Background: an optimization exercise with open tools, aiming at small area. Do not read the settings as production practice. The RTL was checked by simulation tests, not by an equivalence proof against the original design. The flow treats the clock pin as an ideal source. Dropping or thinning the clock tree relies on that and would not hold on a real chip.

==> inputs of build 18 <==
==> flow/design.v <==
`timescale 1ns / 1ps
module comm_top(
  input wire sys_clk,
  input wire sys_clk_rst,
  input wire rst,
  input wire bit_in,
  output wire bit_out,
  output wire [7:0] data_trans,
  output wire [7:0] data_recev
);
  reg [2:0] c5;
  reg [8:0] k;
  always @(posedge sys_clk or posedge sys_clk_rst)
    if (sys_clk_rst) begin
      c5 <= 3'd0;
      k  <= 9'd0;
    end else if (c5[2]) begin
      c5 <= 3'd0;
      k  <= k + 9'd1;
    end else
      c5 <= c5 + 3'd1;
  wire fsk_en = c5[2] & ~k[0];
  wire ps_en  = c5[2] & (k[4:0] == 5'd15);
  wire gen_en = c5[2] & (k == 9'd255);
  reg [7:0] prev;
  reg [3:0] pcnt;
  reg       valid, dout;
  reg [3:0] mcnt;
  reg       wave_h, wave_l;
  assign data_trans = prev + 8'd1;
  wire started = valid | ~&prev;
  wire [2:0] p1 = {prev[7]^prev[6]^prev[5], prev[7]^prev[6]^prev[4], prev[7]^prev[5]^prev[4]};
  wire [2:0] p2 = {prev[3]^prev[2]^prev[1], prev[3]^prev[2]^prev[0], prev[3]^prev[1]^prev[0]};
  wire [15:0] word = {2'b11, prev[7:4], p1, prev[3:0], p2};
  wire tx_bit = word[~pcnt];
  always @(posedge sys_clk or posedge rst)
    if (rst) begin
      prev   <= 8'hFF;
      pcnt   <= 4'd0;
      valid  <= 1'b0;
      dout   <= 1'b0;
      mcnt   <= 4'd0;
      wave_h <= 1'b0;
      wave_l <= 1'b0;
    end else begin
      if (gen_en) prev <= data_trans;
      if (ps_en & started) begin
        valid <= 1'b1;
        dout  <= tx_bit;
        pcnt  <= pcnt + 4'd1;
      end
      if (fsk_en) begin
        if (valid) begin
          wave_h <= ~wave_h;
          if (mcnt == 4'd7) wave_l <= ~wave_l;
          mcnt <= mcnt + 4'd1;
        end else
          mcnt <= 4'd0;
      end
    end
  assign bit_out = dout ? wave_h : wave_l;
  reg       last, dm_out;
  reg [3:0] clknum;
  reg [1:0] zn;
  reg       cb, flag;
  reg [3:0] s;
  reg [7:0] hcd, drecv;
  reg [6:0] sr;
  reg [3:0] hi;
  function [3:0] corr(input [6:0] x);
    reg [2:0] c;
    begin
      c = {x[6]^x[5]^x[4]^x[2], x[6]^x[5]^x[3]^x[1], x[6]^x[4]^x[3]^x[0]};
      corr = x[6:3] ^ {c == 3'b111, c == 3'b110, c == 3'b101, c == 3'b011};
    end
  endfunction
  wire [3:0] nib = corr(sr);
  always @(posedge sys_clk or posedge rst)
    if (rst) begin
      last   <= 1'b0;
      dm_out <= 1'b0;
      clknum <= 4'd0;
      zn     <= 2'd0;
      cb     <= 1'b0;
      flag   <= 1'b0;
      s      <= 4'd0;
      hcd    <= 8'd0;
      drecv  <= 8'd0;
    end else begin
      if (fsk_en) begin
        clknum <= clknum + 4'd1;
        last   <= bit_in;
        if (clknum == 4'd15) begin
          zn     <= 2'd0;
          dm_out <= zn[1];
        end else if ((bit_in != last) && (clknum < 4'd3))
          zn <= zn + 2'd1;
      end
      if (ps_en) begin
        cb   <= dm_out;
        s    <= (s[3:1] == 3'd0 && !cb) ? 4'd0 : s + 4'd1;
        flag <= (s == 4'd15);
        if (flag) hcd <= {hi, nib};
      end
      if (gen_en) drecv <= hcd;
    end
  always @(posedge sys_clk)
    if (ps_en) begin
      sr <= {sr[5:0], cb};
      if (s == 4'd9) hi <= nib;
    end
  assign data_recev = drecv;
endmodule
==> flow/flow/run.sh <==
#!/bin/bash
# Own layout flow: the standard ORFS flow (standard.sh) with these changes:
#  - synthesis maps logic with an area-oriented ABC script (flow/synth_area.tcl),
#  - ports are buffered with the smallest buffer (buf_1),
#  - clock tree built from small clock buffers, without dummy loads.
# All tool output goes to standard.log here; ORFS's per-step logs stay in orfs/logs.
set -euo pipefail
F=$(cd "$(dirname "$0")" && pwd)
bash standard.sh \
  SYNTH_SCRIPT=$F/synth_area.tcl \
  "BUFFER_PORTS_ARGS=-buffer_cell sky130_fd_sc_hd__buf_1" \
  "CTS_ARGS=-sink_clustering_enable -repair_clock_nets -buf_list {sky130_fd_sc_hd__clkbuf_16} -sink_clustering_size 80 -sink_clustering_max_diameter 500 -dont_use_dummy_load" \
  finish > standard.log 2>&1
==> flow/flow/area.abc <==
strash
balance
rewrite
refactor
balance
rewrite
rewrite -z
balance
refactor -z
rewrite -z
balance
balance
rewrite
refactor
balance
rewrite
rewrite -z
balance
refactor -z
rewrite -z
balance
dch -f
amap
topo
==> flow/flow/synth_area.tcl <==
# The standard flow's synthesis script (synth_recipe.tcl), with one change: Yosys's abc call maps the
# logic with the area-oriented ABC script area.abc beside this file instead of ORFS's
# speed script. Registers are mapped before abc runs, so they are the same as in the
# standard synthesis.
set area_abc_script [file join [file dirname [file normalize [info script]]] area.abc]
proc use_area_abc {name1 name2 op} {
  global abc_args area_abc_script
  set i [lsearch -exact $abc_args -script]
  if { $i >= 0 && [lindex $abc_args [expr {$i + 1}]] ne $area_abc_script } {
    set abc_args [lreplace $abc_args [expr {$i + 1}] [expr {$i + 1}] $area_abc_script]
  }
}
trace add variable ::abc_args write use_area_abc

proc synth {args} { yosys synth -nofsm -noshare {*}$args }
source $::env(SCRIPTS_DIR)/synth.tcl
# left out here: clear keep_hierarchy, flatten, clean up, hide names made inside functions, write 1_2_yosys.v
==> flow/standard.sh <==
#!/bin/bash
# synth_recipe.tcl (not shown) runs the flow's synth.tcl, then flattens the netlist and writes it again
# the make line also repeats each setting of config.mk as NAME=value (left out here)
make -C /OpenROAD-flow-scripts/flow DESIGN_CONFIG=/design/flow/config.mk WORK_HOME=/design/flow/orfs CLKGATE_MAP_FILE= SYNTH_SCRIPT=/design/flow/synth_recipe.tcl "${@:-finish}"
==> flow/config.mk <==
export PLATFORM = sky130hd
export DESIGN_NAME = comm_top
export DESIGN_NICKNAME = comm_top
export VERILOG_FILES = /design/flow/design.v
export SDC_FILE = /design/flow/constraint.sdc
export NUM_CORES = 4
export LEC_CHECK = 0
export CAP_MARGIN = 20
export CORE_MARGIN = 2
export CORE_UTILIZATION = 40
export SLEW_MARGIN = 20
==> flow/constraint.sdc <==
create_clock -name core_clock -period 10.0 [get_ports {sys_clk}]
set_input_delay 2.0000 -clock core_clock [delete_from_list [all_inputs] [get_ports {sys_clk}]]
set_output_delay 2.0000 -clock core_clock [all_outputs]
set_load 0.01 [all_outputs]
==> trial 49 (differences from build 18) <==
--- a/flow/design.v
+++ b/flow/design.v
@@ -25,8 +25,7 @@
   reg [7:0] prev;
   reg [3:0] pcnt;
   reg       valid, dout;
-  reg [3:0] mcnt;
-  reg       wave_h, wave_l;
+  reg [4:0] m;
   assign data_trans = prev + 8'd1;
   wire started = valid | ~&prev;
   wire [2:0] p1 = {prev[7]^prev[6]^prev[5], prev[7]^prev[6]^prev[4], prev[7]^prev[5]^prev[4]};
@@ -39,9 +38,7 @@
       pcnt   <= 4'd0;
       valid  <= 1'b0;
       dout   <= 1'b0;
-      mcnt   <= 4'd0;
-      wave_h <= 1'b0;
-      wave_l <= 1'b0;
+      m      <= 5'd8;
     end else begin
       if (gen_en) prev <= data_trans;
       if (ps_en & started) begin
@@ -49,16 +46,9 @@
         dout  <= tx_bit;
         pcnt  <= pcnt + 4'd1;
       end
-      if (fsk_en) begin
-        if (valid) begin
-          wave_h <= ~wave_h;
-          if (mcnt == 4'd7) wave_l <= ~wave_l;
-          mcnt <= mcnt + 4'd1;
-        end else
-          mcnt <= 4'd0;
-      end
+      if (fsk_en & valid) m <= m + 5'd1;
     end
-  assign bit_out = dout ? wave_h : wave_l;
+  assign bit_out = dout ? m[0] : m[4];
   reg       last, dm_out;
   reg [3:0] clknum;
   reg [1:0] zn;
==> flow/flow/run.sh (replaced) <==
#!/bin/bash
# Own layout flow: the standard ORFS flow (standard.sh) with these changes:
#  - synthesis maps logic with an area-oriented ABC script (flow/synth_area.tcl),
#  - ports are buffered with the smallest buffer (buf_1),
#  - the clock tree is a few clock buffers, each driving a group of nearby registers
#    (flow/clock_buffer.tcl).
# All tool output goes to standard.log here; ORFS's per-step logs stay in orfs/logs.
set -euo pipefail
F=$(cd "$(dirname "$0")" && pwd)
export CLOCK_BUFFER_CELL=${CLOCK_BUFFER_CELL:-sky130_fd_sc_hd__clkbuf_8}
export CLOCK_GROUPS=${CLOCK_GROUPS:-4}
bash standard.sh \
  SYNTH_SCRIPT=$F/synth_area.tcl \
  "BUFFER_PORTS_ARGS=-buffer_cell sky130_fd_sc_hd__buf_1" \
  PRE_CTS_TCL=$F/clock_buffer.tcl \
  finish > standard.log 2>&1
==> flow/flow/clock_buffer.tcl (new file) <==
# PRE_CTS_TCL hook: a small clock tree built by hand. The registers are split into
# CLOCK_GROUPS groups by position (halves in x, then halves in y), and each group's
# clock pins are driven by one CLOCK_BUFFER_CELL placed at the group's centre; the
# clock port drives only these buffers. clock_tree_synthesis is then a no-op for the
# rest of cts.tcl, which goes on to legalise, repair timing and save.
set cell $::env(CLOCK_BUFFER_CELL)
set groups $::env(CLOCK_GROUPS)
set block [ord::get_db_block]
set dbu [$block getDbUnitsPerMicron]
set clk_net [$block findNet sys_clk]

set sinks {}
foreach it [$clk_net getITerms] {
  set inst [$it getInst]
  set box [$inst getBBox]
  lappend sinks [list [expr {([$box xMin] + [$box xMax]) / 2.0 / $dbu}] \
    [expr {([$box yMin] + [$box yMax]) / 2.0 / $dbu}] \
    "[$inst getName]/[[$it getMTerm] getName]"]
}

# split a list of sinks in two halves along coordinate index k
proc halves {sinks k} {
  set s [lsort -real -index $k $sinks]
  set h [expr {[llength $s] / 2}]
  return [list [lrange $s 0 [expr {$h - 1}]] [lrange $s $h end]]
}
set parts [list $sinks]
set k 0
while { [llength $parts] < $groups } {
  set next {}
  foreach p $parts { lappend next {*}[halves $p $k] }
  set parts $next
  set k [expr {1 - $k}]
}

set i 0
foreach p $parts {
  set sx 0.0
  set sy 0.0
  set pins {}
  foreach s $p {
    set sx [expr {$sx + [lindex $s 0]}]
    set sy [expr {$sy + [lindex $s 1]}]
    lappend pins [get_pins [lindex $s 2]]
  }
  set x [expr {$sx / [llength $p]}]
  set y [expr {$sy / [llength $p]}]
  puts "clock buffer $i: $cell at ($x, $y) driving [llength $p] clock pins"
  insert_buffer -buffer_cell $cell -net sys_clk -load_pins $pins -location [list $x $y] \
    -buffer_name clkbuf_$i -net_name sys_clk_$i
  incr i
}
foreach it [$clk_net getITerms] {
  set buf_net [[[$it getInst] findITerm X] getNet]
  $buf_net setSigType CLOCK
  puts "clock buffer [[$it getInst] getName] drives net [$buf_net getName] with [expr {[llength [$buf_net getITerms]] - 1}] pins"
}
proc clock_tree_synthesis {args} { puts "clock_tree_synthesis skipped: clock buffers inserted by hand" }
==> comparison <==
Of build 18 and trial 49, trial 49 has the higher hold slack (gap 0.021 ns).
In trial 49 the routed wire length is smaller than in build 18, by 2.4%.
Between trial 49 and build 18, the lower sequential cell count is in trial 49 (gap 1).
Maximum frequency: trial 49 is higher than build 18 (2.1%).
Critical path depth: trial 49 is higher than build 18 (2).
Trial 49 finished clean. Build 18 finished with timing, DRC and antenna clean.
Clock skew: build 18 is higher than trial 49 (0.0033 ns).
In trial 49 the design's own scripts or RTL, not TritonCTS, make the clock network.

==> what the ideal ports hide <==
In the flow no input, the clock included, has a driving cell. The finished layouts below were timed again as built, in two steps.
Step 1 assumes that a clkbuf_16 drives the clock port and a buf_2 every other input.
Step 2 also shifts input and output timing later by t, the mid clock arrival at the registers, as if the neighbouring blocks saw the same clock.
Three values: ideal ports, drivers, drivers and shift; two values: the first two.
run	shift t [ns]	setup slack, ns	worst data-port slew with drivers (ns)
build 18	0.355	6.004 / 5.969 / 6.324	0.03
trial 49	0.227	6.084 / 6.019 / 6.246	0.03
After both steps setup and hold are still met in every run listed.
